Background: an optimization exercise with open tools, aiming at small area. Do not read the settings as production practice. Function was checked by simulation only, so behaviour that the tests miss may differ from the original.

## top_gray_sobel
module top_gray_sobel (
        input logic    clk_i,
        input logic    nreset_i,
        input logic    [1:0] select_i,
        input logic    finish_i,
        input logic    start_i,
        input logic    [MAX_PIXEL_BITS-1:0] in_pixel_i,
        output logic   [MAX_PIXEL_BITS-1:0] out_pixel_o,
        output logic   px_ready_sobel_o
    );
For scale: ~450 cells after synthesis, roughly 94 flip-flops, about 37 I/O pins.
export LEC_CHECK = 0
export ABC_AREA = 1
export CAP_MARGIN = 20
export CORE_AREA = 5 5 115 115
export CTS_BUF_LIST = sky130_fd_sc_hd__clkbuf_4 sky130_fd_sc_hd__clkbuf_8
export DIE_AREA = 0 0 120 120
export SLEW_MARGIN = 20
export SYNTH_HIERARCHICAL = 1
export SYNTH_MINIMUM_KEEP_SIZE = 0
create_clock -name core_clock -period 10.0 [get_ports {clk_i}]
standard.sh (not shown) runs the stock make flow with config.mk's settings and CLKGATE_MAP_FILE= SYNTH_SCRIPT=/design/flow/synth_recipe.tcl, a recipe that flattens the netlist after the stock synthesis.
==> flow/flow/run.sh <==
#!/bin/bash
# The standard layout (standard.sh: the standard flow's synthesis and ORFS flow), with
#  - port buffers of the smallest buffer cell instead of the default choice,
#  - clock tree synthesis without dummy loads at the tree's leaves.
# Each tool's full output goes to a log of its own under orfs/logs; make's
# output goes to flow_make.log here.
set -euo pipefail
export BUFFER_PORTS_ARGS="-buffer_cell sky130_fd_sc_hd__buf_1"
export CTS_ARGS="-sink_clustering_enable -repair_clock_nets -dont_use_dummy_load -buf_list {sky130_fd_sc_hd__clkbuf_4 sky130_fd_sc_hd__clkbuf_8}"
bash standard.sh > flow_make.log 2>&1
The starting point finished with timing, DRC and antenna clean.
Next try:
--- a/flow/design.v
+++ b/flow/design.v
@@ -88,41 +88,42 @@
     ha gsu34 (.a(gs23), .b(gs32), .s(gs33), .co(gs34));
     assign gray_sum[4] = gs33;
     logic gs35, gs36;
     fa gsu36 (.a(gs24), .b(gs21), .c(gs34), .s(gs35), .co(gs36));
     assign gray_sum[5] = gs35;
     logic gs37, gs38;
     fa gsu38 (.a(px_q[9]), .b(gs22), .c(gs36), .s(gs37), .co(gs38));
     assign gray_sum[6] = gs37;
     assign gray_sum[7] = gs38;
     assign gray = gray_valid_q ? gray_sum : 8'd0;
     localparam logic [3:0] S_IDLE = 4'd0;
-    localparam logic [3:0] S_F1   = 4'd1;
-    localparam logic [3:0] S_F2   = 4'd2;
-    localparam logic [3:0] S_F3   = 4'd3;
-    localparam logic [3:0] S_F4   = 4'd4;
-    localparam logic [3:0] S_F5   = 4'd5;
+    localparam logic [3:0] S_F1   = 4'd8;
+    localparam logic [3:0] S_F2   = 4'd4;
+    localparam logic [3:0] S_F3   = 4'd12;
+    localparam logic [3:0] S_F4   = 4'd2;
+    localparam logic [3:0] S_F5   = 4'd10;
     localparam logic [3:0] S_F6   = 4'd6;
-    localparam logic [3:0] S_F7   = 4'd7;
-    localparam logic [3:0] S_F8   = 4'd8;
+    localparam logic [3:0] S_F7   = 4'd14;
+    localparam logic [3:0] S_F8   = 4'd1;
     localparam logic [3:0] S_F9   = 4'd9;
-    localparam logic [3:0] S_WAIT = 4'd10;
-    localparam logic [3:0] S_N1   = 4'd11;
-    localparam logic [3:0] S_N2   = 4'd12;
-    localparam logic [3:0] S_N3   = 4'd13;
-    localparam logic [3:0] S_N0   = 4'd14;
+    localparam logic [3:0] S_WAIT = 4'd5;
+    localparam logic [3:0] S_N1   = 4'd13;
+    localparam logic [3:0] S_N2   = 4'd3;
+    localparam logic [3:0] S_N3   = 4'd11;
+    localparam logic [3:0] S_N0   = 4'd7;
     logic start_sobel;
     logic [7:0] in_gray_n;             
     logic [3:0] st_q, st_nx;
     logic result, show, second;
-    logic [7:0] w1, w2, w3, w4, w5, w6, w7, w8, p2_n;
+    logic [7:0] w2, w3, w4, w5, w6, w7, w8, p2_n;
+    logic p2_ok;
     logic [7:0] op_p0, op_p1, op_p2, op_n0, op_n1, op_n2;
     logic [10:0] s_sum;
     logic [3:0] q;
     logic neg, sat, sat_q, q_gt;
     logic [6:0] mag, mag_q;
     logic [6:0] low_or;
     logic [7:0] sobel;
     assign start_sobel = start_i & sel12;
     assign in_gray_n = ~(sel1 ? in_pixel_i[7:0] : sel2 ? gray : 8'd0);
     always_comb begin
         st_nx  = st_q;
@@ -148,38 +149,42 @@
                 st_nx  = finish_i ? S_IDLE : S_N0;
                 result = ~finish_i;
             end
             S_N0: st_nx = finish_i ? S_IDLE : S_N1;
             default: st_nx = S_IDLE;
         endcase
     end
     assign show   = (st_q == S_WAIT) | (st_q == S_N0);
     assign second = (st_q == S_F9) | (st_q == S_N3);
     always_ff @(posedge clk_i or negedge nreset_i) begin
         if (!nreset_i) begin
-            st_q <= S_IDLE;
-            p2_n <= '1;
+            st_q  <= S_IDLE;
+            p2_ok <= 1'b0;
         end else begin
-            st_q <= st_nx;
-            if (result) p2_n <= in_gray_n;
+            st_q  <= st_nx;
+            if (result) p2_ok <= 1'b1;
         end
     end
     always_ff @(posedge clk_i) begin
+        if (result) p2_n <= in_gray_n;
+    end
+    always_ff @(posedge clk_i) begin
+        w2 <= w3;
         if (!show) begin
-            w1 <= w2; w2 <= w3; w3 <= w4; w4 <= w5;
-            w5 <= w6; w6 <= w7; w7 <= w8; w8 <= in_gray_n;
+            w3 <= w4; w4 <= w5; w5 <= w6;
+            w6 <= w7; w7 <= w8; w8 <= in_gray_n;
         end
     end
     assign op_p0 = ~w7;
     assign op_p1 = second ? ~w4 : ~in_gray_n;
-    assign op_p2 = second ? ~w8 : ~p2_n;
+    assign op_p2 = second ? ~w8 : p2_ok ? ~p2_n : 8'd0;
     assign op_n0 = w2;
     assign op_n1 = w3;
     assign op_n2 = second ? w6 : w5;
     logic ss1, ss2;
     fa ssu2 (.a(op_p0[0]), .b(op_p2[0]), .c(op_n0[0]), .s(ss1), .co(ss2));
     logic ss3, ss4;
     assign ss3 = ~(op_n1[0] ^ op_n2[0]);
     assign ss4 = op_n1[0] | op_n2[0];
     logic ss5, ss6;
     fa ssu6 (.a(op_p0[1]), .b(op_p2[1]), .c(op_n0[1]), .s(ss5), .co(ss6));
     logic ss7, ss8;
Result: The changed run produced a clean layout; setup slack got worse by 0.32 ns; cell area went down slightly; clock skew went up by 0.0072 ns; die area is unchanged; via count went down by a few percent; critical path depth went up by 3; clock-buffer cell count is unchanged; utilization went down by 0.63 points; global-route usage went up by 0.22 points; final cell count went down slightly.

==> port drivers added, routing unchanged <==
The flow's constraints put no driver on any port. The routed layouts listed below were extracted and timed again, unchanged, in two steps. Step 1: set_driving_cell puts a clkbuf_16 on clk_i and a buf_2 on each other input, an assumption about the parent block. Step 2 adds t to the input delays and takes it off the output delays; t is the mean of the earliest and latest rising clock arrival at the registers after step 1. Input paths then give back, and output paths get back, about the clock's delay inside the block. Three values: no drivers, after step 1, after step 2; two values: the first two.
run | t (ns) | setup slack, ns | slew at the worst register clock pin (ns) | worst data-port slew with drivers (ns)
the first run | 0.403 | 2.697 / 2.697 / 2.388 | 0.10 / 0.10 | 0.03
the second run | 0.393 | 2.380 / 2.380 / 2.380 | 0.10 / 0.10 | 0.04
After both steps setup and hold are still met in every run listed. For the first run, which loses most, drivers alone change the setup slack by 0.000 ns; drivers and shift together by -0.309 ns.
